From an optimization exercise on the open Yosys and OpenROAD flow, aimed at small area; shortcuts taken in it are not production practice.
In this exercise RTL edits were held to simulation tests only and were not proved equivalent to the original.
No driver is modelled on the clock port, so clocking that relies on it looks cheaper here than on a real chip.
Power is estimated from default activity; no workload was simulated.

== run A ==
==> flow/design.v <==
module bcd_to_7seg(
    input  [3:0] bcd,
    output [6:0] seg
);
    wire [3:0] d = bcd;
    assign seg[6] = (~d[0] & d[1] & ~d[3]) | (d[2] & ~d[3]);  
    assign seg[5] = (d[0] & d[1] & d[3]);  
    assign seg[4] = (~d[0] & d[1] & d[2]);  
    assign seg[3] = (~d[0] & ~d[3]);  
    assign seg[2] = (~d[0] & ~d[2]) | (d[0] & d[1] & d[2]) | (~d[3]);  
    assign seg[1] = (~d[0] & ~d[1]) | (~d[0] & d[3]);  
    assign seg[0] = (~d[0] & ~d[1]) | (~d[1] & ~d[2]);  
endmodule
module transmitter (
    input  wire i_clk,
    input  wire i_rst,
    input  wire i_tx_ena_n,
    output reg  o_serial
);
    reg [9:0] cnt;
    reg       cy;
    reg       bw;
    reg [3:0] st;
    wire done = (~st[0] & st[2] & ~st[3]);
    wire busy = (st[0]) | (st[3]);
    wire load = !busy && !i_tx_ena_n;
    wire [3:0] st_next;         
    assign st_next[0] = (st[3]);
    assign st_next[1] = (~st[2] & ~st[3]) | (st[2] & st[3]);
    assign st_next[2] = (~st[1]) | (~st[3]);
    assign st_next[3] = (~st[0]) | (st[1] & ~st[2]) | (st[1] & ~st[3]);
    wire sh   = busy & ~i_rst;
    wire hold = ~busy & ~i_rst;
    always @(posedge i_clk)
        cnt <= ({10{sh}} & {cnt[0] ^ cy, cnt[9:1]}) | ({10{hold}} & cnt);
    always @(posedge i_clk) begin
        if (i_rst) begin
            cy       <= 1'b0;
            bw       <= 1'b0;
            st       <= 4'b0000;
            o_serial <= 1'b0;
        end else if (load) begin
            cy <= 1'b1;
            bw <= done;
            st <= 4'b1000;
        end else if (busy) begin
            o_serial <= cnt[0] ^ bw;
            bw       <= bw & ~cnt[0];
            cy       <= cy & cnt[0];
            st       <= st_next;
        end else begin
            st <= 4'b0000;
        end
    end
endmodule
module receiver (
    input  wire       i_clk,
    input  wire       i_rst,
    input  wire       i_serial,
    input  wire [8:0] i_pattern,
    output reg        o_hit
);
    localparam [8:0] INV = 9'b010101010;
    reg  [8:0] q;
    wire [8:0] shift_reg = q ^ INV;
    always @(posedge i_clk) begin
        if (i_rst) begin
            q     <= INV;
            o_hit <= 1'b0;
        end else begin
            q     <= {i_serial, shift_reg[8:1]} ^ INV;
            o_hit <= (shift_reg == i_pattern);
        end
    end
endmodule
module one_sec_timer(
    input  wire i_clk,
    input  wire i_rst,
    output wire o_sec_pulse
);
    localparam [13:0] INV = 14'b10101010101010;
    reg  [13:0] q;
    wire [13:0] s = q ^ INV;
    wire fb = ~(s[13] ^ s[10] ^ s[9] ^ s[8]);
    assign o_sec_pulse = ~s[0] & ~s[1] & ~s[2] & ~s[3] & s[4] & ~s[6] &
                         s[7] & s[8] & ~s[9] & ~s[10] & ~s[11];
    always @(posedge i_clk) begin
        if (i_rst)
            q <= INV;
        else if (o_sec_pulse)
            q <= 14'd1 ^ INV;
        else
            q <= {s[12:0], fb} ^ INV;
    end
endmodule
module hit_counter(
    input  wire        i_clk,
    input  wire        i_rst,
    input  wire        i_hit,
    input  wire        i_sec_pulse,
    output reg  [15:0] o_hit_count
);
    localparam [3:0] ZERO = 4'b1001;
    function [3:0] next_digit(input [3:0] d);
        next_digit = {(d[1] & d[2]) | (~d[3]),
                      (~d[1] & ~d[2]) | (~d[0] & ~d[3]),
                      (~d[0] & d[1]) | (d[2]),
                      (d[0] & d[2]) | (~d[2] & ~d[3])};
    endfunction
    function is_nine(input [3:0] d);
        is_nine = (d[0] & ~d[3]);
    endfunction
    wire c0 = i_hit;
    wire c1 = c0 & is_nine(o_hit_count[3:0]);
    wire c2 = c1 & is_nine(o_hit_count[7:4]);
    wire c3 = c2 & is_nine(o_hit_count[11:8]);
    always @(posedge i_clk) begin
        if (i_rst || i_sec_pulse) begin
            o_hit_count <= {4{ZERO}};
        end else begin
            if (c0) o_hit_count[3:0]   <= next_digit(o_hit_count[3:0]);
            if (c1) o_hit_count[7:4]   <= next_digit(o_hit_count[7:4]);
            if (c2) o_hit_count[11:8]  <= next_digit(o_hit_count[11:8]);
            if (c3) o_hit_count[15:12] <= next_digit(o_hit_count[15:12]);
        end
    end
endmodule
module top_happy_birthday #(
    parameter integer NumDig = 4
)(
    input  wire                   i_clk,
    input  wire                   i_rst,
    input  wire                   i_tx_ena_n,
    input  wire  [8:0]            i_pattern,
    output wire  [NumDig*7-1 : 0] o_hit_count,
    output wire                   o_hit_count_valid
);
    wire        serial_wire;
    wire        hit_pulse;
    wire        sec_pulse;
    wire [15:0] hit_count_bcd;
    reg  [15:0] hit_count_latched;
    transmitter hb_tx (
        .i_clk      (i_clk),
        .i_rst      (i_rst),
        .i_tx_ena_n (i_tx_ena_n),
        .o_serial   (serial_wire)
    );
    receiver hb_rx (
        .i_clk    (i_clk),
        .i_rst    (i_rst),
        .i_serial (serial_wire),
        .i_pattern(i_pattern),
        .o_hit    (hit_pulse)
    );
    one_sec_timer hb_timer (
        .i_clk       (i_clk),
        .i_rst       (i_rst),
        .o_sec_pulse (sec_pulse)
    );
    hit_counter hb_hit_counter (
        .i_clk       (i_clk),
        .i_rst       (i_rst),
        .i_hit       (hit_pulse),
        .i_sec_pulse (sec_pulse),
        .o_hit_count (hit_count_bcd)
    );
    localparam [3:0] ZERO = 4'b1001;   
    wire ld_new  = sec_pulse & ~i_rst;
    wire ld_keep = ~sec_pulse & ~i_rst;
    always @(posedge i_clk)
        hit_count_latched <= ({16{ld_new}} & hit_count_bcd) |
                             ({16{ld_keep}} & hit_count_latched) |
                             ({16{i_rst}} & {4{ZERO}});
    wire [6:0] seg0, seg1, seg2, seg3;
    bcd_to_7seg u0 (.bcd(hit_count_latched[3:0]),   .seg(seg0));
    bcd_to_7seg u1 (.bcd(hit_count_latched[7:4]),   .seg(seg1));
    bcd_to_7seg u2 (.bcd(hit_count_latched[11:8]),  .seg(seg2));
    bcd_to_7seg u3 (.bcd(hit_count_latched[15:12]), .seg(seg3));
    assign o_hit_count = {seg3, seg2, seg1, seg0};
    assign o_hit_count_valid = sec_pulse;
endmodule
export LEC_CHECK = 0
export CAP_MARGIN = 20
export CORE_MARGIN = 2
export CORE_UTILIZATION = 40
export SLEW_MARGIN = 20
create_clock -name core_clock -period 13.0 [get_ports {i_clk}]
standard.sh (not shown) runs the stock make flow with config.mk's settings and CLKGATE_MAP_FILE= SYNTH_SCRIPT=/design/flow/synth_recipe.tcl, a recipe that flattens the netlist after the stock synthesis.
==> flow/flow/run.sh <==
#!/bin/bash
# Standard ORFS layout, with changes that only affect buffer choice:
#  - the port buffers are sky130 buf_1 cells instead of the default choice;
#  - CTS builds its tree without dummy loads, and post_cts.tcl then downsizes
#    each clock buffer as far as the clock-pin slew allows;
#  - post_cts.tcl also downsizes logic gates to drive strength 1 (timing has
#    ample slack).
set -euo pipefail
here=$(pwd)
export BUFFER_PORTS_ARGS="-inputs -outputs -buffer_cell sky130_fd_sc_hd__buf_1"
export CTS_ARGS="-sink_clustering_enable -repair_clock_nets -dont_use_dummy_load"
export POST_CTS_TCL=$here/flow/post_cts.tcl
export CLK_SLEW_LIMIT_NS=${CLK_SLEW_LIMIT_NS:-0.115}

bash standard.sh > make_flow.log 2>&1
Other scripts of this flow, unchanged in this note and not shown: flow/flow/post_cts.tcl
### run A -> run C
--- a/flow/design.v
+++ b/flow/design.v
@@ -2,15 +2,15 @@
     input  [3:0] bcd,
     output [6:0] seg
 );
     wire [3:0] d = bcd;
     assign seg[6] = (~d[0] & d[1] & ~d[3]) | (d[2] & ~d[3]);  
     assign seg[5] = (d[0] & d[1] & d[3]);  
-    assign seg[4] = (~d[0] & d[1] & d[2]);  
+    assign seg[4] = (~d[0] & ~d[2] & d[3]);  
     assign seg[3] = (~d[0] & ~d[3]);  
-    assign seg[2] = (~d[0] & ~d[2]) | (d[0] & d[1] & d[2]) | (~d[3]);  
+    assign seg[2] = (d[1] & d[2]) | (~d[3]);  
     assign seg[1] = (~d[0] & ~d[1]) | (~d[0] & d[3]);  
     assign seg[0] = (~d[0] & ~d[1]) | (~d[1] & ~d[2]);  
 endmodule
 module transmitter (
     input  wire i_clk,
     input  wire i_rst,
@@ -18,41 +18,39 @@
     output reg  o_serial
 );
     reg [9:0] cnt;
     reg       cy;
     reg       bw;
     reg [3:0] st;
-    wire done = (~st[0] & st[2] & ~st[3]);
-    wire busy = (st[0]) | (st[3]);
+    wire done = (st[0] & st[1] & ~st[3]);
+    wire busy = (~st[0]) | (~st[1]);
     wire load = !busy && !i_tx_ena_n;
     wire [3:0] st_next;         
-    assign st_next[0] = (st[3]);
-    assign st_next[1] = (~st[2] & ~st[3]) | (st[2] & st[3]);
-    assign st_next[2] = (~st[1]) | (~st[3]);
-    assign st_next[3] = (~st[0]) | (st[1] & ~st[2]) | (st[1] & ~st[3]);
+    assign st_next[0] = (~st[2] & ~st[3]);
+    assign st_next[1] = (~st[0] & ~st[1]);
+    assign st_next[2] = (st[0]) | (~st[1] & ~st[3]);
+    assign st_next[3] = (~st[0] & st[2]) | (st[2] & ~st[3]);
     wire sh   = busy & ~i_rst;
     wire hold = ~busy & ~i_rst;
     always @(posedge i_clk)
         cnt <= ({10{sh}} & {cnt[0] ^ cy, cnt[9:1]}) | ({10{hold}} & cnt);
     always @(posedge i_clk) begin
         if (i_rst) begin
-            cy       <= 1'b0;
-            bw       <= 1'b0;
-            st       <= 4'b0000;
+            st       <= 4'b1111;
             o_serial <= 1'b0;
         end else if (load) begin
             cy <= 1'b1;
             bw <= done;
-            st <= 4'b1000;
+            st <= 4'b1101;
         end else if (busy) begin
             o_serial <= cnt[0] ^ bw;
             bw       <= bw & ~cnt[0];
             cy       <= cy & cnt[0];
             st       <= st_next;
         end else begin
-            st <= 4'b0000;
+            st <= 4'b1111;
         end
     end
 endmodule
 module receiver (
     input  wire       i_clk,
     input  wire       i_rst,
@@ -78,15 +76,15 @@
     input  wire i_rst,
     output wire o_sec_pulse
 );
     localparam [13:0] INV = 14'b10101010101010;
     reg  [13:0] q;
     wire [13:0] s = q ^ INV;
-    wire fb = ~(s[13] ^ s[10] ^ s[9] ^ s[8]);
-    assign o_sec_pulse = ~s[0] & ~s[1] & ~s[2] & ~s[3] & s[4] & ~s[6] &
-                         s[7] & s[8] & ~s[9] & ~s[10] & ~s[11];
+    wire fb = ~(s[13] ^ s[12]);
+    assign o_sec_pulse = s[0] & s[1] & s[3] & ~s[5] & s[6] & ~s[7] & ~s[8] &
+                         ~s[9] & ~s[10] & s[11] & s[12];
     always @(posedge i_clk) begin
         if (i_rst)
             q <= INV;
         else if (o_sec_pulse)
             q <= 14'd1 ^ INV;
         else
@@ -99,14 +97,14 @@
     input  wire        i_hit,
     input  wire        i_sec_pulse,
     output reg  [15:0] o_hit_count
 );
     localparam [3:0] ZERO = 4'b1001;
     function [3:0] next_digit(input [3:0] d);
-        next_digit = {(d[1] & d[2]) | (~d[3]),
-                      (~d[1] & ~d[2]) | (~d[0] & ~d[3]),
+        next_digit = {(~d[0] & ~d[2]) | (d[0] & d[1] & d[2]) | (~d[3]),
+                      (~d[0] & ~d[2]) | (~d[1] & ~d[2]),
                       (~d[0] & d[1]) | (d[2]),
                       (d[0] & d[2]) | (~d[2] & ~d[3])};
     endfunction
     function is_nine(input [3:0] d);
         is_nine = (d[0] & ~d[3]);
     endfunction
## What came out
- The higher post-route clock period utilization of run C and run A is in run A.
- Run C gives less cell area after synthesis than run A did.
- Between run A and run C, the proportion of power drawn by the clock network figures differ only marginally.
- Compare run C and run A | layout overhead on the synthesized area higher: run C
- Relative to run A, global-route wire length before repair has decreased by 15% in run C.
- In run C, the met2 global-route usage came out 2.3 points below the value in run A.
- In terms of clock group power, run A and run C differ only marginally.
- [compare] base=run A new=run C: total placed cells including tap cells fell about 5.4%; via count fell 6.6%; die area fell 5.2%.

## separate check: timing with driven ports
The results above use ideal ports. As a check the final layouts listed here were re-extracted and re-timed, cells and wires unchanged. Step 1, drivers: a clkbuf_16 drives i_clk and a buf_2 each remaining input, both assumed. Step 2 moves the port delays by t, midway between the first and last clock arrival at a register: inputs arrive t later, outputs are due t later. That takes back most of the time a late clock gives input paths. Three values: ideal ports, drivers, drivers and shift; two values: the first two.
| run | t (ns) | slack for setup (ns) | worst data-port slew with drivers (ns) | pins driven straight from the clock port |
|---|---|---|---|---|
| run A | 0.764 | 8.182 / 8.155 / 8.260 | 0.03 | 1 |
| run C | 0.498 | 8.502 / 8.477 / 8.648 | 0.04 | 1 |
After both steps every run listed still meets setup and hold.
